This is an optimization exercise on Yosys and OpenROAD, whose aim is small area, a short achievable clock period and few clock cycles, not a production implementation.
The RTL was checked by simulation tests, not by an equivalence proof against the original design.
Power figures rest on the tool's default switching activity, not on a simulated workload.

==> flow/design.v, too long to show whole: its modules and the start of the top module <==
// module mul_csa: 693 lines
// module mul_fin: 138 lines
// module Reg_File: 28 lines
// module Data_Memory: 29 lines
// module RISC_V_Pipeline: 209 lines
module RISC_V_Pipeline
(
	input 			clk,
	input 			reset,
	output	[31:0]	imem_addr,
	input	[31:0]	imem_data,
	input	[7:0]	GPIO_in,
	output	[31:0]	GPIO_out
);
  // ...
==> flow/run.sh <==
#!/bin/bash
# synth_recipe.tcl (not shown) runs the flow's synth.tcl, then flattens the netlist and writes it again
# the make line also repeats each setting of config.mk as NAME=value (left out here)
make -C /OpenROAD-flow-scripts/flow DESIGN_CONFIG=/design/flow/config.mk WORK_HOME=/design/flow/orfs CLKGATE_MAP_FILE= SYNTH_SCRIPT=/design/flow/synth_recipe.tcl finish
==> flow/config.mk <==
export PLATFORM = sky130hd
export DESIGN_NAME = RISC_V_Pipeline
export DESIGN_NICKNAME = RISC_V_Pipeline
export VERILOG_FILES = /design/flow/design.v
export SDC_FILE = /design/flow/constraint.sdc
export NUM_CORES = 4
export LEC_CHECK = 0
export CAP_MARGIN = 20
export CELL_PAD_IN_SITES_DETAIL_PLACEMENT = 1
export CELL_PAD_IN_SITES_GLOBAL_PLACEMENT = 2
export CORE_MARGIN = 2
export CORE_UTILIZATION = 30
export SLEW_MARGIN = 20
==> flow/constraint.sdc <==
create_clock -name core_clock -period 14.0 [get_ports {clk}]
set_input_delay 2.8000 -clock core_clock [delete_from_list [all_inputs] [get_ports {clk}]]
set_output_delay 2.8000 -clock core_clock [all_outputs]
set_load 0.01 [all_outputs]
==> metrics.md, run 1 <==
| Metric | Value |
|---|---|
| N_taps | `6942` |
| Vias/cell | `6.283` |
| Kind of cell adding the most delay to the critical path | `compound AO/OA/AOI/OAI gates` |
| Worst hold slack | `355.1 ps` |
| Combinational fraction of design power | `0.160` |
| Top cell category | `sequential cells` |
| Drt initial violations | `18430` |
| Compound-cell area share of the yosys netlist | `0.1936` |
| Largest family of logic cells by synthesized area | `compound AO/OA/AOI/OAI gates` |
| Final worst slack | `6212 ps` |
| Post-synth top cells | `edfxtp_1, a22oi_1, clkbuf_1` |
| Area growth syn-to-layout | `15.41%` |
| Layout cells sized above 1 | `0.1220` |
| Rel. slew slack | `0.1273` |
| Reg power frac | `0.454` |
| Lkg Pwr | `0.05977 uW` |
| Hold depth | `0` |
| I/O Buffers | `101` |
| Run status | `timing/DRC/antenna clean` |
| Count leader, synth | `edfxtp_1` |
| Clock period minus worst slack | `7788 ps` |
| Portion of netlist area occupied by mux cells | `0.01944` |
| Launch point of the worst path | `fB_W$_DFF_P_` |
| Max power group | `registers` |
| #MultiIn Comb | `7111` |
| Num ports | `106` |
| Clock Path Buffers | `4` |
| CTS buffer count | `385` |
| Worst R2R Start | `fB_W$_DFF_P_` |
| Syn avg cell area | `13.32 sq um` |
| Clk_buf instances | `488` |
| Highest routed layer | `met5` |
| Fmax | `128.4 MHz` |
| CP max-delay cell | `clkinv_1` |
| Die H | `727.5 microns` |
| Clock slew at reported path FFs | `60 ps` |
| Clock Power Share | `0.386` |
| GR peak layer | `met2` |
| Non-clock buffer share of cell area | `0.02730` |
| Cells after Synth | `11790` |
| Layout fillers | `54420` |
Testbench counts, summed over its fixed seeds: cycles 102,793.
==> module Reg_File, before the edit <==
module Reg_File (
	input         clk, reset,
	input  [4:0]  ra1, ra2,
	output [31:0] rd1, rd2,
	input         we,
	input  [4:0]  wa,
	input  [31:0] wd
);
reg [31:0] q [1:31];
reg [31:1] v;
integer i;
always @(posedge clk) begin
	for (i = 1; i < 32; i = i + 1)
		if (we && wa == i)
			q[i] <= wd;
end
always @(posedge clk or posedge reset) begin
	if (reset)
		v <= 31'b0;
	else if (we && wa != 5'd0)
		v[wa] <= 1'b1;
end
wire [31:0] vx = {v, 1'b0};
wire [31:0] q1 = (ra1 == 5'd0) ? 32'b0 : q[ra1];
wire [31:0] q2 = (ra2 == 5'd0) ? 32'b0 : q[ra2];
assign rd1 = vx[ra1] ? q1 : ((ra1 == 5'd2) ? 32'h7FFF_EFFC : 32'b0);
assign rd2 = vx[ra2] ? q2 : ((ra2 == 5'd2) ? 32'h7FFF_EFFC : 32'b0);
endmodule
==> module Data_Memory, before the edit <==
module Data_Memory (
	input         clk, reset,
	input  [31:0] addr,
	input         we,
	input  [31:0] wd,
	input  [7:0]  gpio_in,
	output [31:0] gpio_out,
	output [31:0] rdata
);
reg [31:0] ram [0:63];
reg [31:0] gout;
reg [7:0]  gin;
wire isRam = addr[30];
wire [5:0] idx = addr[7:2];
always @(posedge clk) begin
	if (we && isRam)
		ram[idx] <= wd;
end
always @(posedge clk or posedge reset) begin
	if (reset)
		gout <= 32'b0;
	else if (we && !isRam)
		gout <= wd;
end
always @(posedge clk)
	gin <= gpio_in;
assign gpio_out = gout;
assign rdata = isRam ? ram[idx] : (addr[3] ? {24'b0, gin} : gout);
endmodule
==> module RISC_V_Pipeline, before the edit <==
module RISC_V_Pipeline
(
	input 			clk,
	input 			reset,
	output	[31:0]	imem_addr,
	input	[31:0]	imem_data,
	input	[7:0]	GPIO_in,
	output	[31:0]	GPIO_out
);
localparam MROWS = 4;
reg  [31:2] pcF;
wire        redirE, redirD, stallD;
wire [31:2] redirE_pc, redirD_pc;
assign imem_addr = {pcF, 2'b00};
always @(posedge clk or posedge reset) begin
	if (reset)
		pcF <= 30'h0010_0000;            
	else if (redirE)
		pcF <= redirE_pc;
	else if (stallD)
		pcF <= pcF;
	else if (redirD)
		pcF <= redirD_pc;
	else
		pcF <= pcF + 30'd1;
end
reg  [31:0] instrD;
reg  [31:2] pcD;
reg         vD;
always @(posedge clk) begin
	if (!stallD) begin
		instrD <= imem_data;
		pcD    <= pcF;
	end
end
always @(posedge clk or posedge reset) begin
	if (reset)
		vD <= 1'b0;
	else if (redirE)
		vD <= 1'b0;
	else if (!stallD)
		vD <= ~redirD;
end
wire [4:0] opD  = instrD[6:2];
wire [2:0] f3D  = instrD[14:12];
wire [4:0] rs1D = instrD[19:15];
wire [4:0] rs2D = instrD[24:20];
wire [4:0] rdD  = instrD[11:7];
wire isLUI   = (opD == 5'b01101);
wire isAUIPC = (opD == 5'b00101);
wire isJAL   = (opD == 5'b11011);
wire isJALR  = (opD == 5'b11001);
wire isBR    = (opD == 5'b11000);
wire isLD    = (opD == 5'b00000);
wire isST    = (opD == 5'b01000);
wire isOPI   = (opD == 5'b00100);
wire isOP    = (opD == 5'b01100);
wire isALU   = isOP | isOPI;
wire isMUL   = isOP & instrD[25] & (f3D == 3'b000);
wire isSUB   = isOP & instrD[30] & (f3D == 3'b000);
wire isSHI   = isOPI & (f3D[1:0] == 2'b01);
wire useRs1  = ~(isLUI | isAUIPC | isJAL);
wire useRs2  = isOP | isST | isBR;
wire wrD     = (isLUI | isAUIPC | isJAL | isJALR | isLD | isALU) & (rdD != 5'd0);
wire [31:0] immI = {{20{instrD[31]}}, instrD[31:20]};
wire [31:0] immS = {{20{instrD[31]}}, instrD[31:25], instrD[11:7]};
wire [31:0] immB = {{19{instrD[31]}}, instrD[31], instrD[7], instrD[30:25], instrD[11:8], 1'b0};
wire [31:0] immU = {instrD[31:12], 12'b0};
wire [31:0] immJ = {{11{instrD[31]}}, instrD[31], instrD[19:12], instrD[20], instrD[30:21], 1'b0};
wire [31:0] immE_d = isST ? immS : isSHI ? {27'b0, instrD[24:20]} : immI;
wire [31:0] immPC  = isJAL ? immJ : isBR ? immB : immU;
wire [31:2] addD   = pcD + immPC[31:2];
wire [31:2] pcp4D  = pcD + 30'd1;
wire        predT  = isJAL | (isBR & instrD[31]);
assign redirD    = vD & predT;
assign redirD_pc = addD;
wire [31:0] auxD = isLUI   ? immU :
                   isAUIPC ? {addD, 2'b00} :
                   isBR    ? (instrD[31] ? {pcp4D, 2'b00} : {addD, 2'b00}) :
                             {pcp4D, 2'b00};
wire [31:0] rf1, rf2;
wire [31:0] resW;
wire [4:0]  rdW;
wire        wrW;
Reg_File rf (
	.clk(clk), .reset(reset),
	.ra1(rs1D), .ra2(rs2D), .rd1(rf1), .rd2(rf2),
	.we(wrW), .wa(rdW), .wd(resW)
);
wire [31:0] rv1D = (wrW && rdW == rs1D) ? resW : rf1;
wire [31:0] rv2D = (wrW && rdW == rs2D) ? resW : rf2;
reg  [4:0] rdE, rdM;
reg        wrE, wrM, lmE;   
wire hit1E = wrE & (rdE == rs1D);
wire hit2E = wrE & (rdE == rs2D);
wire hit1M = wrM & (rdM == rs1D);
wire hit2M = wrM & (rdM == rs2D);
assign stallD = vD & lmE & ((useRs1 & hit1E) | (useRs2 & hit2E));
wire selAdd = isLD | isST | (isALU & (f3D == 3'b000) & ~isMUL);
wire selOr  = isALU & (f3D == 3'b110);
wire selAnd = isALU & (f3D == 3'b111);
wire selSll = isALU & (f3D == 3'b001);
wire selSrl = isALU & (f3D == 3'b101);
wire selLt  = isALU & (f3D[2:1] == 2'b01);
wire selAux = isLUI | isAUIPC | isJAL | isJALR;
reg [31:0] rv1E, rv2E, immE, auxE;
reg        useImmE, subE;
reg        fA_M, fA_W, fB_M, fB_W;
reg        sAddE, sOrE, sAndE, sSllE, sSrlE, sLtE, sAuxE;
reg        ldE, stE, mulE, brE, bneE, predE, jalrE;
wire bubbleE = stallD | redirE | ~vD;
always @(posedge clk) begin
	rv1E    <= rv1D;
	rv2E    <= rv2D;
	immE    <= immE_d;
	auxE    <= auxD;
	rdE     <= rdD;
	useImmE <= ~(isOP | isBR);
	subE    <= isSUB | selLt;
	fA_M    <= hit1E;
	fA_W    <= ~hit1E & hit1M;
	fB_M    <= hit2E;
	fB_W    <= ~hit2E & hit2M;
	sAddE   <= selAdd;
	sOrE    <= selOr;
	sAndE   <= selAnd;
	sSllE   <= selSll;
	sSrlE   <= selSrl;
	sLtE    <= selLt;
	sAuxE   <= selAux;
	bneE    <= f3D[0];
	predE   <= instrD[31];
end
always @(posedge clk or posedge reset) begin
	if (reset) begin
		wrE <= 1'b0; lmE <= 1'b0; ldE <= 1'b0; stE <= 1'b0; mulE <= 1'b0;
		brE <= 1'b0; jalrE <= 1'b0;
	end else if (bubbleE) begin
		wrE <= 1'b0; lmE <= 1'b0; ldE <= 1'b0; stE <= 1'b0; mulE <= 1'b0;
		brE <= 1'b0; jalrE <= 1'b0;
	end else begin
		wrE <= wrD; lmE <= isLD | isMUL; ldE <= isLD; stE <= isST; mulE <= isMUL;
		brE <= isBR; jalrE <= isJALR;
	end
end
reg  [31:0] resM;
wire [31:0] opA  = fA_M ? resM : fA_W ? resW : rv1E;
wire [31:0] opB2 = fB_M ? resM : fB_W ? resW : rv2E;
wire [31:0] opB  = useImmE ? immE : opB2;
wire [32:0] sum33 = {1'b0, opA} + {1'b0, opB ^ {32{subE}}} + {32'b0, subE};
wire [31:0] sum   = sum33[31:0];
wire        ltu   = ~sum33[32];
wire        big   = |opB[31:5];
wire [31:0] sll   = big ? 32'b0 : (opA << opB[4:0]);
wire [31:0] srl   = big ? 32'b0 : (opA >> opB[4:0]);
wire [31:0] resE = ({32{sAddE}} & sum)
                 | ({32{sOrE}}  & (opA | opB))
                 | ({32{sAndE}} & (opA & opB))
                 | ({32{sSllE}} & sll)
                 | ({32{sSrlE}} & srl)
                 | {31'b0, sLtE & ltu}
                 | ({32{sAuxE}} & auxE);
wire eq      = (opA == opB2);
wire takenE  = brE & (eq ^ bneE);
assign redirE    = jalrE | (brE & (takenE ^ predE));
assign redirE_pc = jalrE ? sum[31:2] : auxE[31:2];
wire [32*MROWS-1:0] mrowsE;
mul_csa mul0 (.a(opA), .b(opB2), .rows(mrowsE));
reg [31:0] stdM;
reg [32*MROWS-1:64] mrowsX;
reg        ldM, stM, mulM;
always @(posedge clk) begin
	resM   <= mulE ? mrowsE[31:0] : resE;
	stdM   <= mulE ? mrowsE[63:32] : opB2;
	mrowsX <= mrowsE[32*MROWS-1:64];
	rdM    <= rdE;
end
always @(posedge clk or posedge reset) begin
	if (reset) begin
		wrM <= 1'b0; ldM <= 1'b0; stM <= 1'b0; mulM <= 1'b0;
	end else begin
		wrM <= wrE; ldM <= ldE; stM <= stE; mulM <= mulE;
	end
end
wire [31:0] mulP;
mul_fin mulf (.rows({mrowsX, stdM, resM}), .p(mulP));
wire [31:0] ldData;
Data_Memory dmem (
	.clk(clk), .reset(reset),
	.addr(resM), .we(stM), .wd(stdM),
	.gpio_in(GPIO_in), .gpio_out(GPIO_out),
	.rdata(ldData)
);
wire [31:0] resMfinal = mulM ? mulP : ldM ? ldData : resM;
reg [31:0] resW_r;
reg [4:0]  rdW_r;
reg        wrW_r;
always @(posedge clk) begin
	resW_r <= resMfinal;
	rdW_r  <= rdM;
end
always @(posedge clk or posedge reset) begin
	if (reset) wrW_r <= 1'b0;
	else       wrW_r <= wrM;
end
assign resW = resW_r;
assign rdW  = rdW_r;
assign wrW  = wrW_r;
endmodule
==> run 2, diff against run 1 <==
--- a/flow/design.v
+++ b/flow/design.v
@@ -833,3 +833,3 @@
 	input         clk, reset,
-	input  [4:0]  ra1, ra2,
+	input  [31:0] sel1, sel2,
 	output [31:0] rd1, rd2,
@@ -839,11 +839,7 @@
 );
-reg [31:0] q [1:31];
 reg [31:1] v;
-integer i;
+wire [31:0] vx = {v, 1'b0};
+wire [31:0] s1 = sel1 & vx;
+wire [31:0] s2 = sel2 & vx;
 always @(posedge clk) begin
-	for (i = 1; i < 32; i = i + 1)
-		if (we && wa == i)
-			q[i] <= wd;
-end
-always @(posedge clk or posedge reset) begin
 	if (reset)
@@ -853,11 +849,24 @@
 end
-wire [31:0] vx = {v, 1'b0};
-wire [31:0] q1 = (ra1 == 5'd0) ? 32'b0 : q[ra1];
-wire [31:0] q2 = (ra2 == 5'd0) ? 32'b0 : q[ra2];
-assign rd1 = vx[ra1] ? q1 : ((ra1 == 5'd2) ? 32'h7FFF_EFFC : 32'b0);
-assign rd2 = vx[ra2] ? q2 : ((ra2 == 5'd2) ? 32'h7FFF_EFFC : 32'b0);
+wire [31:0] r1 [0:31];
+wire [31:0] r2 [0:31];
+assign r1[0] = ((sel1[2] & ~v[2]) ? 32'h7FFF_EFFC : 32'b0);
+assign r2[0] = ((sel2[2] & ~v[2]) ? 32'h7FFF_EFFC : 32'b0);
+genvar k;
+generate
+	for (k = 1; k < 32; k = k + 1) begin : x
+		reg [31:0] q;
+		always @(posedge clk)
+			if (we && wa == k)
+				q <= wd;
+		assign r1[k] = r1[k-1] | ({32{s1[k]}} & q);
+		assign r2[k] = r2[k-1] | ({32{s2[k]}} & q);
+	end
+endgenerate
+assign rd1 = r1[31];
+assign rd2 = r2[31];
 endmodule
 module Data_Memory (
-	input         clk, reset,
+	input         clk, reset, hold,
 	input  [31:0] addr,
+	input  [63:0] sel,
 	input         we,
@@ -868,3 +877,2 @@
 );
-reg [31:0] ram [0:63];
 reg [31:0] gout;
@@ -872,7 +880,14 @@
 wire isRam = addr[30];
-wire [5:0] idx = addr[7:2];
-always @(posedge clk) begin
-	if (we && isRam)
-		ram[idx] <= wd;
-end
+wire [31:0] r [0:64];
+assign r[0] = 32'b0;
+genvar k;
+generate
+	for (k = 0; k < 64; k = k + 1) begin : w
+		reg [31:0] q;
+		always @(posedge clk)
+			if (we && isRam && sel[k])
+				q <= wd;
+		assign r[k+1] = r[k] | ({32{sel[k]}} & q);
+	end
+endgenerate
 always @(posedge clk or posedge reset) begin
@@ -880,3 +895,3 @@
 		gout <= 32'b0;
-	else if (we && !isRam)
+	else if (we && !isRam && !hold)
 		gout <= wd;
@@ -886,3 +901,3 @@
 assign gpio_out = gout;
-assign rdata = isRam ? ram[idx] : (addr[3] ? {24'b0, gin} : gout);
+assign rdata = isRam ? r[64] : (addr[3] ? {24'b0, gin} : gout);
 endmodule
@@ -898,9 +913,13 @@
 localparam MROWS = 4;
+reg rq;
+always @(posedge clk) rq <= reset;
 reg  [31:2] pcF;
-wire        redirE, redirD, stallD;
+wire        redirE, redirD, stallD, redirF;
 wire [31:2] redirE_pc, redirD_pc;
 assign imem_addr = {pcF, 2'b00};
-always @(posedge clk or posedge reset) begin
-	if (reset)
+always @(posedge clk) begin
+	if (rq)
 		pcF <= 30'h0010_0000;            
+	else if (redirF & ~redirE & ~stallD & ~redirD)
+		pcF <= redirF_pc;
 	else if (redirE)
@@ -914,4 +933,16 @@
 end
+wire [31:0] iF     = imem_data;
+wire        jalF   = (iF[6:2] == 5'b11011) & (iF[19:12] == {8{iF[31]}});
+wire        brF    = (iF[6:2] == 5'b11000) &
+                     (iF[31] | ((iF[19:15] == iF[24:20]) ? ~iF[12] : iF[12]));
+assign      redirF = jalF | brF;
+wire [9:0]  offF   = iF[3] ? {iF[20], iF[30:22]} : {iF[7], iF[30:25], iF[11:9]};
+wire [10:0] loF    = {1'b0, pcF[11:2]} + {1'b0, offF};
+wire        crossF = loF[10] ^ iF[31];
+wire [31:2] redirF_pc = {pcF[31:12], loF[9:0]};
 reg  [31:0] instrD;
 reg  [31:2] pcD;
+reg  [31:0] sel1D, sel2D;    
+reg         fredD;           
+reg         crossD;          
 reg         vD;
@@ -921,6 +952,10 @@
 		pcD    <= pcF;
+		sel1D  <= 32'b1 << imem_data[19:15];
+		sel2D  <= 32'b1 << imem_data[24:20];
+		fredD  <= redirF;
+		crossD <= crossF;
 	end
 end
-always @(posedge clk or posedge reset) begin
-	if (reset)
+always @(posedge clk) begin
+	if (rq)
 		vD <= 1'b0;
@@ -961,22 +996,20 @@
 wire [31:2] pcp4D  = pcD + 30'd1;
-wire        predT  = isJAL | (isBR & instrD[31]);
-assign redirD    = vD & predT;
-assign redirD_pc = addD;
+wire        sameRs = (rs1D == rs2D);
+wire        predBr = instrD[31] | (sameRs ? ~f3D[0] : f3D[0]);
+wire        predT  = isJAL | (isBR & predBr);
 wire [31:0] auxD = isLUI   ? immU :
                    isAUIPC ? {addD, 2'b00} :
-                   isBR    ? (instrD[31] ? {pcp4D, 2'b00} : {addD, 2'b00}) :
+                   isBR    ? (predBr ? {pcp4D, 2'b00} : {addD, 2'b00}) :
                              {pcp4D, 2'b00};
 wire [31:0] rf1, rf2;
-wire [31:0] resW;
-wire [4:0]  rdW;
-wire        wrW;
+wire [31:0] resMfinal;
+reg  [4:0]  rdE, rdM;
+reg         wrE, wrM, lmE;   
 Reg_File rf (
-	.clk(clk), .reset(reset),
-	.ra1(rs1D), .ra2(rs2D), .rd1(rf1), .rd2(rf2),
-	.we(wrW), .wa(rdW), .wd(resW)
+	.clk(clk), .reset(rq),
+	.sel1(sel1D), .sel2(sel2D), .rd1(rf1), .rd2(rf2),
+	.we(wrM), .wa(rdM), .wd(resMfinal)
 );
-wire [31:0] rv1D = (wrW && rdW == rs1D) ? resW : rf1;
-wire [31:0] rv2D = (wrW && rdW == rs2D) ? resW : rf2;
-reg  [4:0] rdE, rdM;
-reg        wrE, wrM, lmE;   
+wire [31:0] rv1D = rf1;
+wire [31:0] rv2D = rf2;
 wire hit1E = wrE & (rdE == rs1D);
@@ -993,5 +1026,4 @@
 wire selAux = isLUI | isAUIPC | isJAL | isJALR;
-reg [31:0] rv1E, rv2E, immE, auxE;
-reg        useImmE, subE;
-reg        fA_M, fA_W, fB_M, fB_W;
+reg [31:0] rv1E, rv2E, auxE;    
+reg        subE;
 reg        sAddE, sOrE, sAndE, sSllE, sSrlE, sLtE, sAuxE;
@@ -999,14 +1031,16 @@
 wire bubbleE = stallD | redirE | ~vD;
+wire        jalrD    = isJALR & hit1E & sAuxE;
+wire [31:2] jalrD_pc = auxE[31:2] + immI[31:2];
+assign redirD    = vD & ((predT & (~fredD | crossD)) | jalrD);
+assign redirD_pc = jalrD ? jalrD_pc : addD;
+wire [31:0] resE;
+wire        useImm = ~(isOP | isBR);
+wire [31:0] fwd1D = hit1E ? resE : hit1M ? resMfinal : rv1D;
+wire [31:0] fwd2D = hit2E ? resE : hit2M ? resMfinal : rv2D;
 always @(posedge clk) begin
-	rv1E    <= rv1D;
-	rv2E    <= rv2D;
-	immE    <= immE_d;
-	auxE    <= auxD;
+	rv1E    <= fwd1D;
+	rv2E    <= useImm ? immE_d : fwd2D;
+	auxE    <= isST ? fwd2D : auxD;
 	rdE     <= rdD;
-	useImmE <= ~(isOP | isBR);
 	subE    <= isSUB | selLt;
-	fA_M    <= hit1E;
-	fA_W    <= ~hit1E & hit1M;
-	fB_M    <= hit2E;
-	fB_W    <= ~hit2E & hit2M;
 	sAddE   <= selAdd;
@@ -1019,6 +1053,6 @@
 	bneE    <= f3D[0];
-	predE   <= instrD[31];
+	predE   <= predBr;
 end
-always @(posedge clk or posedge reset) begin
-	if (reset) begin
+always @(posedge clk) begin
+	if (rq) begin
 		wrE <= 1'b0; lmE <= 1'b0; ldE <= 1'b0; stE <= 1'b0; mulE <= 1'b0;
@@ -1030,3 +1064,3 @@
 		wrE <= wrD; lmE <= isLD | isMUL; ldE <= isLD; stE <= isST; mulE <= isMUL;
-		brE <= isBR; jalrE <= isJALR;
+		brE <= isBR; jalrE <= isJALR & ~jalrD;
 	end
@@ -1034,5 +1068,4 @@
 reg  [31:0] resM;
-wire [31:0] opA  = fA_M ? resM : fA_W ? resW : rv1E;
-wire [31:0] opB2 = fB_M ? resM : fB_W ? resW : rv2E;
-wire [31:0] opB  = useImmE ? immE : opB2;
+wire [31:0] opA  = rv1E;
+wire [31:0] opB  = rv2E;
 wire [32:0] sum33 = {1'b0, opA} + {1'b0, opB ^ {32{subE}}} + {32'b0, subE};
@@ -1043,3 +1076,3 @@
 wire [31:0] srl   = big ? 32'b0 : (opA >> opB[4:0]);
-wire [31:0] resE = ({32{sAddE}} & sum)
+assign resE = ({32{sAddE}} & sum)
                  | ({32{sOrE}}  & (opA | opB))
@@ -1050,3 +1083,3 @@
                  | ({32{sAuxE}} & auxE);
-wire eq      = (opA == opB2);
+wire eq      = (opA == opB);
 wire takenE  = brE & (eq ^ bneE);
@@ -1055,14 +1088,16 @@
 wire [32*MROWS-1:0] mrowsE;
-mul_csa mul0 (.a(opA), .b(opB2), .rows(mrowsE));
+mul_csa mul0 (.a(opA), .b(opB), .rows(mrowsE));
 reg [31:0] stdM;
-reg [32*MROWS-1:64] mrowsX;
+reg [32*MROWS-1:64] mrowsX;     
+reg [63:0] selM;            
 reg        ldM, stM, mulM;
 always @(posedge clk) begin
-	resM   <= mulE ? mrowsE[31:0] : resE;
-	stdM   <= mulE ? mrowsE[63:32] : opB2;
+	resM   <= mulE ? mrowsE[31:0]  : resE;
+	stdM   <= mulE ? mrowsE[63:32] : auxE;
 	mrowsX <= mrowsE[32*MROWS-1:64];
+	selM   <= 64'b1 << sum[7:2];
 	rdM    <= rdE;
 end
-always @(posedge clk or posedge reset) begin
-	if (reset) begin
+always @(posedge clk) begin
+	if (rq) begin
 		wrM <= 1'b0; ldM <= 1'b0; stM <= 1'b0; mulM <= 1'b0;
@@ -1076,4 +1111,4 @@
 Data_Memory dmem (
-	.clk(clk), .reset(reset),
-	.addr(resM), .we(stM), .wd(stdM),
+	.clk(clk), .reset(reset), .hold(rq),
+	.addr(resM), .sel(selM), .we(stM), .wd(stdM),
 	.gpio_in(GPIO_in), .gpio_out(GPIO_out),
@@ -1081,17 +1116,3 @@
 );
-wire [31:0] resMfinal = mulM ? mulP : ldM ? ldData : resM;
-reg [31:0] resW_r;
-reg [4:0]  rdW_r;
-reg        wrW_r;
-always @(posedge clk) begin
-	resW_r <= resMfinal;
-	rdW_r  <= rdM;
-end
-always @(posedge clk or posedge reset) begin
-	if (reset) wrW_r <= 1'b0;
-	else       wrW_r <= wrM;
-end
-assign resW = resW_r;
-assign rdW  = rdW_r;
-assign wrW  = wrW_r;
+assign resMfinal = mulM ? mulP : ldM ? ldData : resM;
 endmodule
==> flow/flow/run.sh (new file) <==
#!/bin/bash
# Layout flow: the standard synthesis and ORFS layout (standard.sh), with
# ORFS's repair_timing asked to keep a 10 ns setup margin, so that it sizes
# and buffers paths well inside the 14 ns clock.  The constraints (clock,
# I/O delays, loads) are the standard flow's constraint.sdc, unchanged.
set -euo pipefail
bash standard.sh synth > synth.log 2>&1
SETUP_SLACK_MARGIN=10 bash standard.sh finish > layout.log 2>&1
==> flow/standard.sh (new file) <==
#!/bin/bash
# synth_recipe.tcl (not shown) runs the flow's synth.tcl, then flattens the netlist and writes it again
# the make line also repeats each setting of config.mk as NAME=value (left out here)
make -C /OpenROAD-flow-scripts/flow DESIGN_CONFIG=/design/flow/config.mk WORK_HOME=/design/flow/orfs CLKGATE_MAP_FILE= SYNTH_SCRIPT=/design/flow/synth_recipe.tcl "${@:-finish}"
--- a/flow/config.mk
+++ b/flow/config.mk
@@ -11,3 +11,5 @@
 export CORE_MARGIN = 2
-export CORE_UTILIZATION = 30
+export CORE_UTILIZATION = 50
+export CTS_CLUSTER_DIAMETER = 90
+export CTS_CLUSTER_SIZE = 24
 export SLEW_MARGIN = 20
removed: flow/run.sh
==> metrics.md, run 2 <==
| Metric | Value |
|---|---|
| Clock Power Share | `0.261 (was 0.386)` |
| Pwr Density | `128.3 mW/mm^2 (was 147.6 mW/mm^2)` |
| Pin slew with the least headroom to its limit | `1385 ps (was 1298 ps)` |
| R2R setup slack | `9330 ps (was 6210 ps)` |
| Yosys top cell by area | `edfxtp_1 (unchanged)` |
| Mapped Area | `0.1596 sq mm (was 0.1570 sq mm)` |
| Remaining DRCs | `0 (unchanged)` |
| Dpl hpwl | `522100 microns (was 456500 microns)` |
| Asr flop ratio synth | `0.008944 (was 0.03027)` |
| Reg power frac | `0.500 (was 0.454)` |
| Clock period minus worst slack | `4675 ps (was 7788 ps)` |
| Die H | `569.0 microns (was 727.5 microns)` |
| Number of global-route vias before repair | `126200 (was 117800)` |
| Crit start category | `register (unchanged)` |
| Gpl congestion | `0.9802 (was 0.9256)` |
| Lkg Pwr | `0.06221 uW (was 0.05977 uW)` |
| Rel. slew slack | `0.07641 (was 0.1273)` |
| Max FFs per register | `2048 (unchanged)` |
| Setup tns final | `0 ps (unchanged)` |
| Unrepaired setup endpoints after global routing | `yes (was no)` |
| Row Count | `207 (was 265)` |
| Run status | `timing/DRC/antenna clean (unchanged)` |
| Crit-path max FO | `32 (was 47)` |
| Initial antenna violation count | `105 (was 51)` |
| Switching power | `7387 uW (was 7833 uW)` |
| Die Span X | `569.0 microns (was 727.5 microns)` |
| Hold_buf cts | `0 (unchanged)` |
| DR vias | `135300 (was 119900)` |
| Post-synth top cells | `edfxtp_1, a221oi_1, clkbuf_1 (was edfxtp_1, a22oi_1, clkbuf_1)` |
| Fmax | `213.9 MHz (was 128.4 MHz)` |
| Total Routed Length | `899200 microns (was 753600 microns)` |
| First-pass GRT wire length | `1159000 microns (was 1020000 microns)` |
| Skew-Pair Late Insertion Delay | `1000 ps (was 1040 ps)` |
| Worst Setup End Kind | `register (unchanged)` |
| Flops & latches, synth | `3578 (was 3502)` |
| Ys flop type | `edfxtp_1 (unchanged)` |
| CP Data Arrival Time | `5480 ps (was 8620 ps)` |
| Worst vdd ir | `0.1720 mV (was 0.1098 mV)` |
| Total clock sinks | `3578 (was 3502)` |
| Nets | `12470 (was 12170)` |
| Internal | `16350 uW (was 18910 uW)` |
| Largest Register | `dmem.w.q (was dmem.ram)` |
| Post-route ant nets | `0 (unchanged)` |
| Layout cells sized above 1 | `0.2061 (was 0.1220)` |
| Max-slew violations | `0 (unchanged)` |
| Num ports | `106 (unchanged)` |
| Worst R2R Start | `resM[11]$_DFF_P_ (was fB_W$_DFF_P_)` |
| Worst Reg2Reg Path Length in Cells | `15 (was 20)` |
| Area growth syn-to-layout | `15.89% (was 15.41%)` |
| Drt initial violations | `30440 (was 18430)` |
| Hold Fails Final Rpt | `0 (unchanged)` |
| I/O Buffers | `101 (unchanged)` |
| Clk_skew | `109.4 ps (was 117.3 ps)` |
| Worst EP required | `14800 ps (was 14830 ps)` |
| Worst hold slack | `416.0 ps (was 355.1 ps)` |
| Worst Hold Class | `reg2reg (unchanged)` |
| WS Path Type | `reg2reg (unchanged)` |
| WL/cell | `55.05 microns (was 39.48 microns)` |
| Count leader, synth | `edfxtp_1 (unchanged)` |
| Starting Density | `0.5022 (was 0.3013)` |
| Top-area cell type share of the netlist area | `0.5953 (was 0.5928)` |
| Worst R2R End | `rv1E[18]$_DFF_P_ (was resM[29]$_DFF_P_)` |
| Htree depth | `4 (was 5)` |
| CTS buffer count | `181 (was 385)` |
| Crit-path cells | `fa_1 -> fa_1 -> ha_4 -> a21oi_1 -> o21ai_2 -> buf_4 -> a221oi_4 -> nor3_1 -> nor2_1 -> xor2_2 -> buf_4 -> o22ai_4 -> buf_8 -> o22ai_4 -> a21oi_1 (was buf_4 -> mux2i_1 -> o21a_2 -> buf_4 -> clkinv_1 -> a21boi_4 -> buf_4 -> xnor2_1 -> ha_1 -> o21a_1 -> o21a_1 -> o311ai_0 -> a211oi_1 -> o21ai_0 -> o21ai_0 -> o221ai_1 -> a21oi_1 -> xnor2_1 -> o2111ai_1 -> o21a_1)` |
| Final period util | `0.3339 (was 0.5563)` |
| YS warnings | `3 (was 36)` |
| Total track usage | `0.5362 (was 0.2741)` |
| Register area share after synthesis | `0.6482 (was 0.6475)` |
| CP max stage delay | `710 ps (was 850 ps)` |
| Clock Path Buffers | `4 (unchanged)` |
| Pre-Repair DR Iteration Count | `10 (was 9)` |
| Crit path to | `rv1E[18]$_DFF_P_ (was resM[29]$_DFF_P_)` |
| Netlist cell types | `103 (was 93)` |
| CTS tree | `done (unchanged)` |
| Most common cell after layout, fill and taps aside | `edfxtp_1 (unchanged)` |
| Clk Tree Root Cell | `clkbuf_16 (unchanged)` |
| Final setup fails | `0 (unchanged)` |
| Cells after Synth | `11500 (was 11790)` |
| Maxcap violations | `0 (unchanged)` |
| Core area | `0.3178 sq mm (was 0.5212 sq mm)` |
| Combinational fraction of design power | `0.239 (was 0.160)` |
| Commonest non-fill, non-tap cells in the layout | `edfxtp_1, a221oi_1, a22o_1 (was edfxtp_1, a22oi_1, a21oi_1)` |
| Clock slew at reported path FFs | `100 ps (was 60 ps)` |
| GR Overflow Total | `0 (unchanged)` |
| EDFF count, synth | `3164 (was 3100)` |
| Vias/cell | `8.285 (was 6.283)` |
| Syn avg cell area | `13.88 sq um (was 13.32 sq um)` |
| Largest net degree at the start of global routing | `67 (was 97)` |
| Largest regs | `dmem.w.q x2048, rf.x.q x992, selM x64 (was dmem.ram x2048, rf.q x992, mrowsX x56)` |
| Sw frac | `0.3112 (was 0.2929)` |
| Synth area leaders | `edfxtp_1, dfxtp_1, a221oi_1 (was edfxtp_1, a22oi_1, dfxtp_1)` |
| CP max-delay cell | `o22ai_4 (was clkinv_1)` |
| Launch point of the worst path | `resM[11]$_DFF_P_ (was fB_W$_DFF_P_)` |
| Die ar. | `0.3237 sq mm (was 0.5292 sq mm)` |
[run 2: changes by cell type after synthesis, sizes merged, moves of 96 or more]
cell    before  now
a22oi     1135  685
a22o       411  715
a221oi     487  769
a21oi      703  434
o21ai      543  296
xnor2      181  315
a31oi      192   61
ha         138  254
buf        252  154
nor3       204  108
[run 2: power groups by stage]
| stage | registers (uW) | logic, uW | clock network, uW |
|---|---|---|---|
| floorplan | 12100 | 1860 | 0 |
| global placement | 12200 | 3180 | 0 |
| detailed placement | 12200 | 3240 | 0 |
| CTS | 11900 | 4780 | 6070 |
| global route | 11900 | 5700 | 6370 |
| finish | 11900 | 5680 | 6200 |
[run 2: through the flow]
step                total power, uW  area (sq um)  worst slack [ps]    util  cells
floorplan                     13950        160300              9063       -  11500
global placement              15390        167800              7260  0.5282  15450
detailed placement            15450        167900              7231  0.5284  15460
CTS                           22700        181300              9509  0.5705  16100
global route                  23930        184800              9404  0.5815  16260
finish                        23740        185000              9325  0.5820  16340
[run 2: critical path: cells and delay by family (launching register included)]
kind,cells,cell delay [ps]
AOI/OAI and AO/OA,6,1680
adders and majority gates,3,1310
buffers and inverters,3,630
DFF,1,420
and+or+nand+nor,2,320
xor gates and xnor gates,1,140
[run 2: final cells by class]
type / instances / area [sq um]
Clock inverter: 30 / 479.2
Inverter: 239 / 999.7
Sequential cell: 3578 / 103900
Timing Repair Buffer: 1152 / 12470
Fill cell: 29440 / 132800
Multi-Input combinational cell: 6815 / 56710
Clock buffer: 244 / 4872
Antenna cell: 89 / 222.7
Timing Repair inverter: 9 / 67.56
Tap cell: 4180 / 5230
[run 2: cell families (layout without fill, tap and decap cells)]
kind of cell,count (synthesis),after routing,synth area share
DFF,3578,3578,0.6482
other,1,91,0.00002350
adders and majority gates,453,453,0.04469
muxes,241,248,0.01929
buffers and inverters,1123,1674,0.02670
and+or+nand+nor,2007,2009,0.06274
xor gates and xnor gates,442,442,0.02426
AOI/OAI and AO/OA,3656,3661,0.1741
[run 2: what timing repair did]
item                        CTS  global route
setup endpoints to repair  1301           642
gates cloned                 45            15
gates resized for setup    1281           453
pin swaps                   163           203
buffers inserted            326           129
[run 2: how the worst min path moves through the flow]
stage | startpoint | end | slack (ps) | cells after the start
finish | rdE[2]$_DFF_P_ | rdM[2]$_DFF_P_ | 420 | 0
CTS | rdE[2]$_DFF_P_ | rdM[2]$_DFF_P_ | 410 | 0
floorplan | rv2E[9]$_DFF_P_ | mrowsX[72]$_DFF_P_ | 350 | 0
detailed placement | rdE[0]$_DFF_P_ | rdM[0]$_DFF_P_ | 390 | 0
global route | rdE[2]$_DFF_P_ | rdM[2]$_DFF_P_ | 410 | 0
global placement | rdE[2]$_DFF_P_ | rdM[2]$_DFF_P_ | 390 | 0
[run 2: layer usage]
metal / global-route usage / vias up / share of wire
li1: - / 47350 / -
met1: 0.6633 / 68170 / 0.32
met2: 0.7196 / 15430 / 0.39
met3: 0.2497 / 4316 / 0.18
met4: 0.4183 / 72 / 0.10
met5: 0.003867 / - / 0.0012
Testbench counts of run 2, summed over its fixed seeds: cycles 93,482.
==> run 3, diff against run 2 <==
--- a/flow/design.v
+++ b/flow/design.v
@@ -1007,2 +1007,3 @@
 reg         wrE, wrM, lmE;   
+reg         ldM, stM, mulM;
 Reg_File rf (
@@ -1018,3 +1019,4 @@
 wire hit2M = wrM & (rdM == rs2D);
-assign stallD = vD & lmE & ((useRs1 & hit1E) | (useRs2 & hit2E));
+assign stallD = vD & ((lmE  & ((useRs1 & hit1E) | (useRs2 & hit2E))) |
+                      (mulM & ((useRs1 & hit1M) | (useRs2 & hit2M))));
 wire selAdd = isLD | isST | (isALU & (f3D == 3'b000) & ~isMUL);
@@ -1037,4 +1039,5 @@
 wire        useImm = ~(isOP | isBR);
-wire [31:0] fwd1D = hit1E ? resE : hit1M ? resMfinal : rv1D;
-wire [31:0] fwd2D = hit2E ? resE : hit2M ? resMfinal : rv2D;
+wire [31:0] resMfwd;
+wire [31:0] fwd1D = hit1E ? resE : hit1M ? resMfwd : rv1D;
+wire [31:0] fwd2D = hit2E ? resE : hit2M ? resMfwd : rv2D;
 always @(posedge clk) begin
@@ -1092,3 +1095,2 @@
 reg [63:0] selM;            
-reg        ldM, stM, mulM;
 always @(posedge clk) begin
@@ -1116,3 +1118,4 @@
 );
-assign resMfinal = mulM ? mulP : ldM ? ldData : resM;
+assign resMfwd   = ldM ? ldData : resM;
+assign resMfinal = mulM ? mulP : resMfwd;
 endmodule
--- a/flow/config.mk
+++ b/flow/config.mk
@@ -11,3 +11,3 @@
 export CORE_MARGIN = 2
-export CORE_UTILIZATION = 50
+export CORE_UTILIZATION = 40
 export CTS_CLUSTER_DIAMETER = 90
==> metrics.md, run 3 <==
| Metric | Value |
|---|---|
| Yosys top cell by area | `edfxtp_1 (unchanged)` |
| I/O Buffers | `101 (unchanged)` |
| Max-slew violations | `0 (unchanged)` |
| Pwr Density | `128.7 mW/mm^2 (was 128.3 mW/mm^2)` |
| Count leader, synth | `edfxtp_1 (unchanged)` |
| Highest routed layer | `met5 (unchanged)` |
| Worst Hold Class | `reg2reg (unchanged)` |
| Fmax | `220.4 MHz (was 213.9 MHz)` |
| Die H | `634.3 microns (was 569.0 microns)` |
| Max FFs per register | `2048 (unchanged)` |
| Gpl congestion | `0.9380 (was 0.9802)` |
| Total clock sinks | `3578 (unchanged)` |
| Crit-path cells | `buf_6 (was fa_1 -> fa_1 -> ha_4 -> a21oi_1 -> o21ai_2 -> buf_4 -> a221oi_4 -> nor3_1 -> nor2_1 -> xor2_2 -> buf_4 -> o22ai_4 -> buf_8 -> o22ai_4 -> a21oi_1)` |
| Pre-Repair DR Iteration Count | `9 (was 10)` |
| WL/cell | `52.78 microns (was 55.05 microns)` |
| Vias/cell | `7.362 (was 8.285)` |
| CP max-delay cell | `dfrtp_2 (was o22ai_4)` |
| Setup tns final | `0 ps (unchanged)` |
| Combinational fraction of design power | `0.228 (was 0.239)` |
| Asr flop ratio synth | `0.008944 (unchanged)` |
| Switching power | `7301 uW (was 7387 uW)` |
| Crit start category | `register (unchanged)` |
| Pin slew with the least headroom to its limit | `1263 ps (was 1385 ps)` |
| Total track usage | `0.4386 (was 0.5362)` |
| CTS tree | `done (unchanged)` |
| Total Routed Length | `910200 microns (was 899200 microns)` |
| Row Count | `231 (was 207)` |
| Area growth syn-to-layout | `16.95% (was 15.89%)` |
| Skew-Pair Late Insertion Delay | `1030 ps (was 1000 ps)` |
| Clk_skew | `96.84 ps (was 109.4 ps)` |
| Fin area | `0.1858 sq mm (was 0.1850 sq mm)` |
| Remaining DRCs | `0 (unchanged)` |
| Maxcap violations | `0 (unchanged)` |
| Clock period minus worst slack | `4538 ps (was 4675 ps)` |
| Clock Power Share | `0.276 (was 0.261)` |
| Drt initial violations | `23810 (was 30440)` |
| Syn avg cell area | `14.00 sq um (was 13.88 sq um)` |
| Register area share after synthesis | `0.6511 (was 0.6482)` |
| Hold_sp | `rdE[0]$_DFF_P_ (was rdE[2]$_DFF_P_)` |
| Clock slew at reported path FFs | `110 ps (was 100 ps)` |
| EDFF count, synth | `3164 (unchanged)` |
| Run status | `timing/DRC/antenna clean (unchanged)` |
| Die ar. | `0.4023 sq mm (was 0.3237 sq mm)` |
| Flops & latches, synth | `3578 (unchanged)` |
| Most common cell after layout, fill and taps aside | `edfxtp_1 (unchanged)` |
| Worst EP required | `11200 ps (was 14800 ps)` |
| M1 WL | `320000 microns (was 292200 microns)` |
| # placed instances | `16330 (was 15460)` |
| Post-route ant nets | `0 (unchanged)` |
| Layout cells sized above 1 | `0.2016 (was 0.2061)` |
| WS Path Type | `reg2out (was reg2reg)` |
| DR vias | `127000 (was 135300)` |
| Launch point of the worst path | `dmem.gout[30]$_DFFE_PP0P_ (was resM[11]$_DFF_P_)` |
| Htree depth | `4 (unchanged)` |
| Largest regs | `dmem.w.q x2048, rf.x.q x992, selM x64 (unchanged)` |
| Commonest non-fill, non-tap cells in the layout | `edfxtp_1, a22o_1, a221oi_1 (was edfxtp_1, a221oi_1, a22o_1)` |
| Dpl hpwl | `519100 microns (was 522100 microns)` |
| First-pass GRT wire length | `1171000 microns (was 1159000 microns)` |
| Largest Register | `dmem.w.q (unchanged)` |
| Starting Density | `0.4016 (was 0.5022)` |
| Netlist cell types | `100 (was 103)` |
| Ys flop type | `edfxtp_1 (unchanged)` |
| Clk Tree Root Cell | `clkbuf_16 (unchanged)` |
| Final non-filler cell total | `17250 (was 16340)` |
| Met2 Wirelength | `393900 microns (was 350200 microns)` |
| Sw frac | `0.3052 (was 0.3112)` |
| Rel. slew slack | `0.1578 (was 0.07641)` |
| YS warnings | `3 (unchanged)` |
| Lkg Pwr | `0.06298 uW (was 0.06221 uW)` |
| Worst vdd ir | `0.1592 mV (was 0.1720 mV)` |
| Met3 wire length | `109300 microns (was 163100 microns)` |
| GR Overflow Total | `0 (unchanged)` |
| Num ports | `106 (unchanged)` |
| CP Data Arrival Time | `1740 ps (was 5480 ps)` |
| Mapped Area | `0.1589 sq mm (was 0.1596 sq mm)` |
| Cells after Synth | `11350 (was 11500)` |
| Internal | `16630 uW (was 16350 uW)` |
| Number of global-route vias before repair | `121300 (was 126200)` |
| Worst Setup End Kind | `output pin (was register)` |
| Top-area cell type share of the netlist area | `0.5979 (was 0.5953)` |
| CP max stage delay | `530 ps (was 710 ps)` |
| Worst R2R Start | `stdM[7]$_DFF_P_ (was resM[11]$_DFF_P_)` |
| Core area | `0.3957 sq mm (was 0.3178 sq mm)` |
| Hold_buf cts | `0 (unchanged)` |
| Post-DP Area | `0.1683 sq mm (was 0.1679 sq mm)` |
| CP bufs+invs | `1 (was 3)` |
| Initial antenna violation count | `76 (was 105)` |
| Kind of cell adding the most delay to the critical path | `flip-flops (was compound AO/OA/AOI/OAI gates)` |
| Final period util | `0.3241 (was 0.3339)` |
| Largest net degree at the start of global routing | `82 (was 67)` |
| Final setup fails | `0 (unchanged)` |
| Reg power frac | `0.495 (was 0.500)` |
| Synth area leaders | `edfxtp_1, dfxtp_1, a221oi_1 (unchanged)` |
| Hold Fails Final Rpt | `0 (unchanged)` |
| Clock Path Buffers | `4 (unchanged)` |
| Post-synth top cells | `edfxtp_1, a221oi_1, a22o_1 (was edfxtp_1, a221oi_1, clkbuf_1)` |
| Crit-path max FO | `2 (was 32)` |
| Die Span X | `634.3 microns (was 569.0 microns)` |
| Unrepaired setup endpoints after global routing | `yes (unchanged)` |
| CTS buffer count | `192 (was 181)` |
| Nets | `12350 (was 12470)` |
==> run 3: cell count changes after synthesis, moves of 17 or more <==
cell,change
a211oi_1,-26
a21oi_1,+22
a22o_1,+27
mux4_2,+17
nand2_1,-68
nand3_1,+35
nor2_1,-18
o211ai_1,-22
o21ai_0,-40
o21ai_1,+58
o22ai_1,-60
or3_1,-19
==> run 3: timing repair <==
| item | 4_1_cts | 5_1_grt |
|---|---|---|
| pin swaps | 168 | 130 |
| buffers inserted | 374 | 127 |
| gates resized for setup | 1251 | 331 |
| endpoints found under the setup margin | 1291 | 799 |
| cloned | 54 | 20 |
==> run 3: final cells by class <==
type	count	area (sq um)
Multi-Input combinational cell	6677	55470
Sequential cell	3578	104000
Clock buffer	257	5164
Fill cell	38550	209800
Tap cell	5242	6559
Timing Repair Buffer	1165	12840
Antenna cell	32	80.08
Clock inverter	57	772.0
Timing Repair inverter	1	8.758
Inverter	238	988.4
==> run 3: power groups by stage <==
stage	Clock (uW)	Sequential, uW	Combinational (uW)
after global routing	6920	11900	5560
after floorplan	0	12100	1760
final	6610	11800	5460
after detailed placement	0	12200	3040
after CTS	6600	11800	4910
after global placement	0	12200	3020
==> run 3: cells by family after synthesis <==
logic type / after synthesis / share of synthesized area
DFF: 3578 / 0.6511
muxes: 238 / 0.02041
and+or+nand+nor: 1934 / 0.06080
other: 1 / 0.00002360
adders and majority gates: 469 / 0.04589
buffers and inverters: 1126 / 0.02728
xor gates and xnor gates: 457 / 0.02519
AOI/OAI and AO/OA: 3550 / 0.1693
==> run 3: final timing paths <==
| check | end | cells after the start | slack [ps] |
|---|---|---|---|
| min reg2reg | rdM[0]$_DFF_P_ | 0 | 400 |
| min in group asynchronous | dmem.gout[26]$_DFFE_PP0P_ | 3 | 2760 |
| max in group asynchronous | dmem.gout[17]$_DFFE_PP0P_ | 3 | 10580 |
| min | rdM[0]$_DFF_P_ | 0 | 400 |
| max reg2reg | rf.x[1].q[29]$_DFFE_PP_ | 17 | 9590 |
| max | GPIO_out[30] | 1 | 9460 |
==> run 3: routing by layer <==
layer,vias to the layer above,track usage
li1,46700,-
met1,66520,0.5510
met2,10720,0.6658
met3,3006,0.09994
met4,34,0.3203
met5,-,0
==> run 3: stage by stage <==
stage	total power (uW)	hold WS, ps	utilization	setup slack, ps
final	23930	398.1	0.4697	9462
after global routing	24340	409.4	0.4695	9478
after CTS	23360	395.4	0.4618	9442
after detailed placement	15240	389.1	0.4252	7490
after global placement	15220	385.1	0.4251	7464
after floorplan	13840	346.2	-	9131
Testbench counts of run 3, summed over its fixed seeds: cycles 94,897.
==> run 4, diff against run 3 <==
==> flow/flow/run.sh (replaced) <==
#!/bin/bash
# Layout flow: the standard synthesis and ORFS layout (standard.sh), with
# ORFS's repair_timing asked to keep a 9.75 ns setup margin, so that it sizes
# and buffers paths well inside the 14 ns clock.  The constraints (clock,
# I/O delays, loads) are the standard flow's constraint.sdc, unchanged.
set -euo pipefail
bash standard.sh synth > synth.log 2>&1
SETUP_SLACK_MARGIN=9.75 bash standard.sh finish > layout.log 2>&1
==> metrics.md, run 4 <==
| Metric | Value |
|---|---|
| Total Routed Length | `894900 microns (was 910200 microns)` |
| Worst vdd ir | `0.2215 mV (was 0.1592 mV)` |
| Row Count | `231 (unchanged)` |
| Register Area | `0.1039 sq mm (was 0.1040 sq mm)` |
| Max FFs per register | `2048 (unchanged)` |
| Total clock sinks | `3578 (unchanged)` |
| Worst EP required | `11200 ps (about the same)` |
| Top-area cell type share of the netlist area | `0.5979 (unchanged)` |
| First-pass GRT wire length | `1157000 microns (was 1171000 microns)` |
| Clock slew at reported path FFs | `100 ps (was 110 ps)` |
| Flops & latches, synth | `3578 (unchanged)` |
| Vias/cell | `7.370 (was 7.362)` |
| Yosys top cell by area | `edfxtp_1 (unchanged)` |
| Total track usage | `0.4323 (was 0.4386)` |
| Asr flop ratio synth | `0.008944 (unchanged)` |
| EDFF count, synth | `3164 (unchanged)` |
| Register area share after synthesis | `0.6511 (unchanged)` |
| Dpl hpwl | `529400 microns (was 519100 microns)` |
| Clock period minus worst slack | `4554 ps (was 4538 ps)` |
| Reg power frac | `0.514 (was 0.495)` |
| Unrepaired setup endpoints after global routing | `yes (unchanged)` |
| Pwr Density | `127.5 mW/mm^2 (was 128.7 mW/mm^2)` |
| GR Overflow Total | `0 (unchanged)` |
| Crit-path max FO | `2 (unchanged)` |
| Skew-Pair Late Insertion Delay | `1070 ps (was 1030 ps)` |
| Number of global-route vias before repair | `120100 (was 121300)` |
| YS warnings | `3 (unchanged)` |
| Worst R2R End | `auxE[20]$_DFF_P_ (was rf.x[1].q[29]$_DFFE_PP_)` |
| Final setup fails | `0 (unchanged)` |
| Layout fillers | `38750 (was 38550)` |
| Largest net degree at the start of global routing | `72 (was 82)` |
| Hold Fails Final Rpt | `0 (unchanged)` |
| Die H | `634.3 microns (unchanged)` |
| Combinational fraction of design power | `0.199 (was 0.228)` |
| Hold_buf cts | `0 (unchanged)` |
| Hold depth | `0 (unchanged)` |
| Synth area leaders | `edfxtp_1, dfxtp_1, a221oi_1 (unchanged)` |
| Setup tns final | `0 ps (unchanged)` |
| Htree depth | `4 (unchanged)` |
| Hold EP | `rdM[4]$_DFF_P_ (was rdM[0]$_DFF_P_)` |
| Pin slew with the least headroom to its limit | `1261 ps (was 1263 ps)` |
| Final worst slack | `9446 ps (was 9462 ps)` |
| CP max-delay cell | `dfrtp_2 (unchanged)` |
| Clock Power Share | `0.287 (was 0.276)` |
| Drt initial violations | `21600 (was 23810)` |
| Hold_sp | `rdE[4]$_DFF_P_ (was rdE[0]$_DFF_P_)` |
| R2R setup slack | `9550 ps (was 9590 ps)` |
| Most common cell after layout, fill and taps aside | `edfxtp_1 (unchanged)` |
| CP max stage delay | `580 ps (was 530 ps)` |
| Worst hold slack | `381.4 ps (was 398.1 ps)` |
| Worst R2R Start | `selM[16]$_SDFF_PP0_ (was stdM[7]$_DFF_P_)` |
| Rel. slew slack | `0.1527 (was 0.1578)` |
| Commonest non-fill, non-tap cells in the layout | `edfxtp_1, a221oi_1, a22o_1 (was edfxtp_1, a22o_1, a221oi_1)` |
| Initial antenna violation count | `55 (was 76)` |
| DR vias | `125400 (was 127000)` |
| Layout cells sized above 1 | `0.1715 (was 0.2016)` |
| Area of the multi-input gates | `0.05393 sq mm (was 0.05547 sq mm)` |
| Core area | `0.3957 sq mm (unchanged)` |
| Maxcap violations | `0 (unchanged)` |
| Worst Hold Class | `reg2reg (unchanged)` |
| Crit-path cells | `buf_6 (unchanged)` |
| Kind of cell adding the most delay to the critical path | `flip-flops (unchanged)` |
| WS Path Type | `reg2out (unchanged)` |
| Post-synth top cells | `edfxtp_1, a221oi_1, a22o_1 (unchanged)` |
| Worst Reg2Reg Path Length in Cells | `12 (was 17)` |
| I/O Buffers | `101 (unchanged)` |
| Max-slew violations | `0 (unchanged)` |
| Num ports | `106 (unchanged)` |
| Netlist cell types | `100 (unchanged)` |
| Post-route ant nets | `0 (unchanged)` |
| Fmax | `219.6 MHz (was 220.4 MHz)` |
| Pre-Repair DR Iteration Count | `7 (was 9)` |
| Starting Density | `0.4016 (unchanged)` |
| Ys flop type | `edfxtp_1 (unchanged)` |
| Clk Tree Root Cell | `clkbuf_16 (unchanged)` |
| Final period util | `0.3253 (was 0.3241)` |
| Mapped Area | `0.1589 sq mm (unchanged)` |
| Die Span X | `634.3 microns (unchanged)` |
| Syn avg cell area | `14.00 sq um (unchanged)` |
| Largest regs | `dmem.w.q x2048, rf.x.q x992, selM x64 (unchanged)` |
| Sw frac | `0.3002 (was 0.3052)` |
| Largest Register | `dmem.w.q (unchanged)` |
| Nets | `12110 (was 12350)` |
| Die ar. | `0.4023 sq mm (unchanged)` |
| Crit start category | `register (unchanged)` |
| CTS buffer count | `194 (was 192)` |
| Power Total | `23100 uW (was 23930 uW)` |
| Gpl congestion | `0.9377 (was 0.9380)` |
| Clock Path Buffers | `4 (unchanged)` |
| CP bufs+invs | `1 (unchanged)` |
| Clk_skew | `101.0 ps (was 96.84 ps)` |
| Run status | `timing/DRC/antenna clean (unchanged)` |
| Internal | `16170 uW (was 16630 uW)` |
| Lkg Pwr | `0.06102 uW (was 0.06298 uW)` |
| Pre-CTS setup slack | `7344 ps (was 7490 ps)` |
| Remaining DRCs | `0 (unchanged)` |
| CP Data Arrival Time | `1750 ps (was 1740 ps)` |
| Cells after Synth | `11350 (unchanged)` |
| Switching power | `6937 uW (was 7301 uW)` |
| CTS tree | `done (unchanged)` |
| Area growth syn-to-layout | `14.02% (was 16.95%)` |
| WL/cell | `52.62 microns (was 52.78 microns)` |
| Count leader, synth | `edfxtp_1 (unchanged)` |
| Worst Setup End Kind | `output pin (unchanged)` |
[run 4: cell counts after synthesis]
Identical to the previous run, type by type.
[run 4: kinds of logic after synthesis]
group | count (synthesis) | share of synthesized area
AO/OA/AOI/OAI | 3550 | 0.1693
flip-flops | 3578 | 0.6511
XOR/XNOR | 457 | 0.02519
multiplexers | 238 | 0.02041
other | 1 | 0.00002360
adder cells (fa/ha/maj) | 469 | 0.04589
buffers and inverters | 1126 | 0.02728
AND/OR/NAND/NOR | 1934 | 0.06080
[run 4: worst max path at each step]
stage / cells past startpoint / startpoint / to
2_1_floorplan: 15 / imem_data[3] / crossD$_DFFE_PN_
3_3_place_gp: 11 / imem_data[17] / pcF[31]$_SDFFE_PP0P_
3_5_place_dp: 11 / imem_data[17] / pcF[31]$_SDFFE_PP0P_
4_1_cts: 1 / dmem.gout[15]$_DFFE_PP0P_ / GPIO_out[15]
5_1_grt: 1 / dmem.gout[15]$_DFFE_PP0P_ / GPIO_out[15]
6_report: 1 / dmem.gout[15]$_DFFE_PP0P_ / GPIO_out[15]
[run 4: area by class of cell]
class / instances / area share
Antenna cell: 41 / 0.0005663
Clock buffer: 252 / 0.02887
Clock inverter: 54 / 0.003867
Inverter: 238 / 0.005373
Multi-Input combinational cell: 6668 / 0.2977
Sequential cell: 3578 / 0.5734
Tap cell: 5242 / 0.03620
Timing Repair Buffer: 934 / 0.05397
Timing Repair inverter: 1 / 0.00004834
[run 4: per-stage QoR]
stage	instances	util	area [sq um]
after floorplan	11350	-	159400
after global placement	16350	0.4255	168400
after detailed placement	16350	0.4257	168500
after CTS	16870	0.4524	179000
after global routing	16970	0.4577	181100
final	17010	0.4579	181200
[run 4: power groups by stage]
| stage | combinational [uW] | clock [uW] | sequential [uW] |
|---|---|---|---|
| finish | 4600 | 6640 | 11900 |
| detailed placement | 3130 | 0 | 12200 |
| global route | 4730 | 6930 | 11900 |
| global placement | 3110 | 0 | 12200 |
| CTS | 4070 | 6620 | 11900 |
| floorplan | 1730 | 0 | 12100 |
[run 4: routing by layer]
| metal | part of all wire | up-vias | GRT usage |
|---|---|---|---|
| met5 | 0.00024 | - | 0.003623 |
| met4 | 0.090 | 28 | 0.3080 |
| met3 | 0.11 | 2786 | 0.1008 |
| met2 | 0.44 | 10380 | 0.6627 |
| met1 | 0.35 | 65970 | 0.5389 |
| li1 | - | 46190 | - |
[run 4: what timing repair did]
item	CTS	global route
gates cloned	27	19
buffers inserted	182	79
pin swaps	82	78
endpoints found under the setup margin	1041	683
resized for setup	898	240

static timing again, ports no longer ideal:
How much do the figures lean on ideal ports? The routed layouts below were timed once more, with nothing changed but the port constraints. Step 1 sets driving cells, clkbuf_16 on the clock port and buf_2 on the other inputs (assumed; they add their load-dependent delay and slew). Step 2 also shifts input and output timing later by t, the mid clock arrival at the registers, as if the neighbouring blocks saw the same clock. Slacks: ideal / step 1 / step 2; pairs: ideal / step 1.
run	t (ns)	slack for setup (ns)	worst setup path at the end	cell pins on the clock port's net
run 1	1.086	6.212 / 6.212 / 6.212	register to register	1
run 2	1.075	9.325 / 9.325 / 8.254	input to register	1
run 3	1.103	9.462 / 9.345 / 8.421	input to register	1
run 4	1.113	9.446 / 9.353 / 8.427	input to register	1
After both steps every run listed still meets setup and hold. For run 2, which loses most, drivers alone change the setup slack by 0.000 ns; drivers and shift together by -1.071 ns.
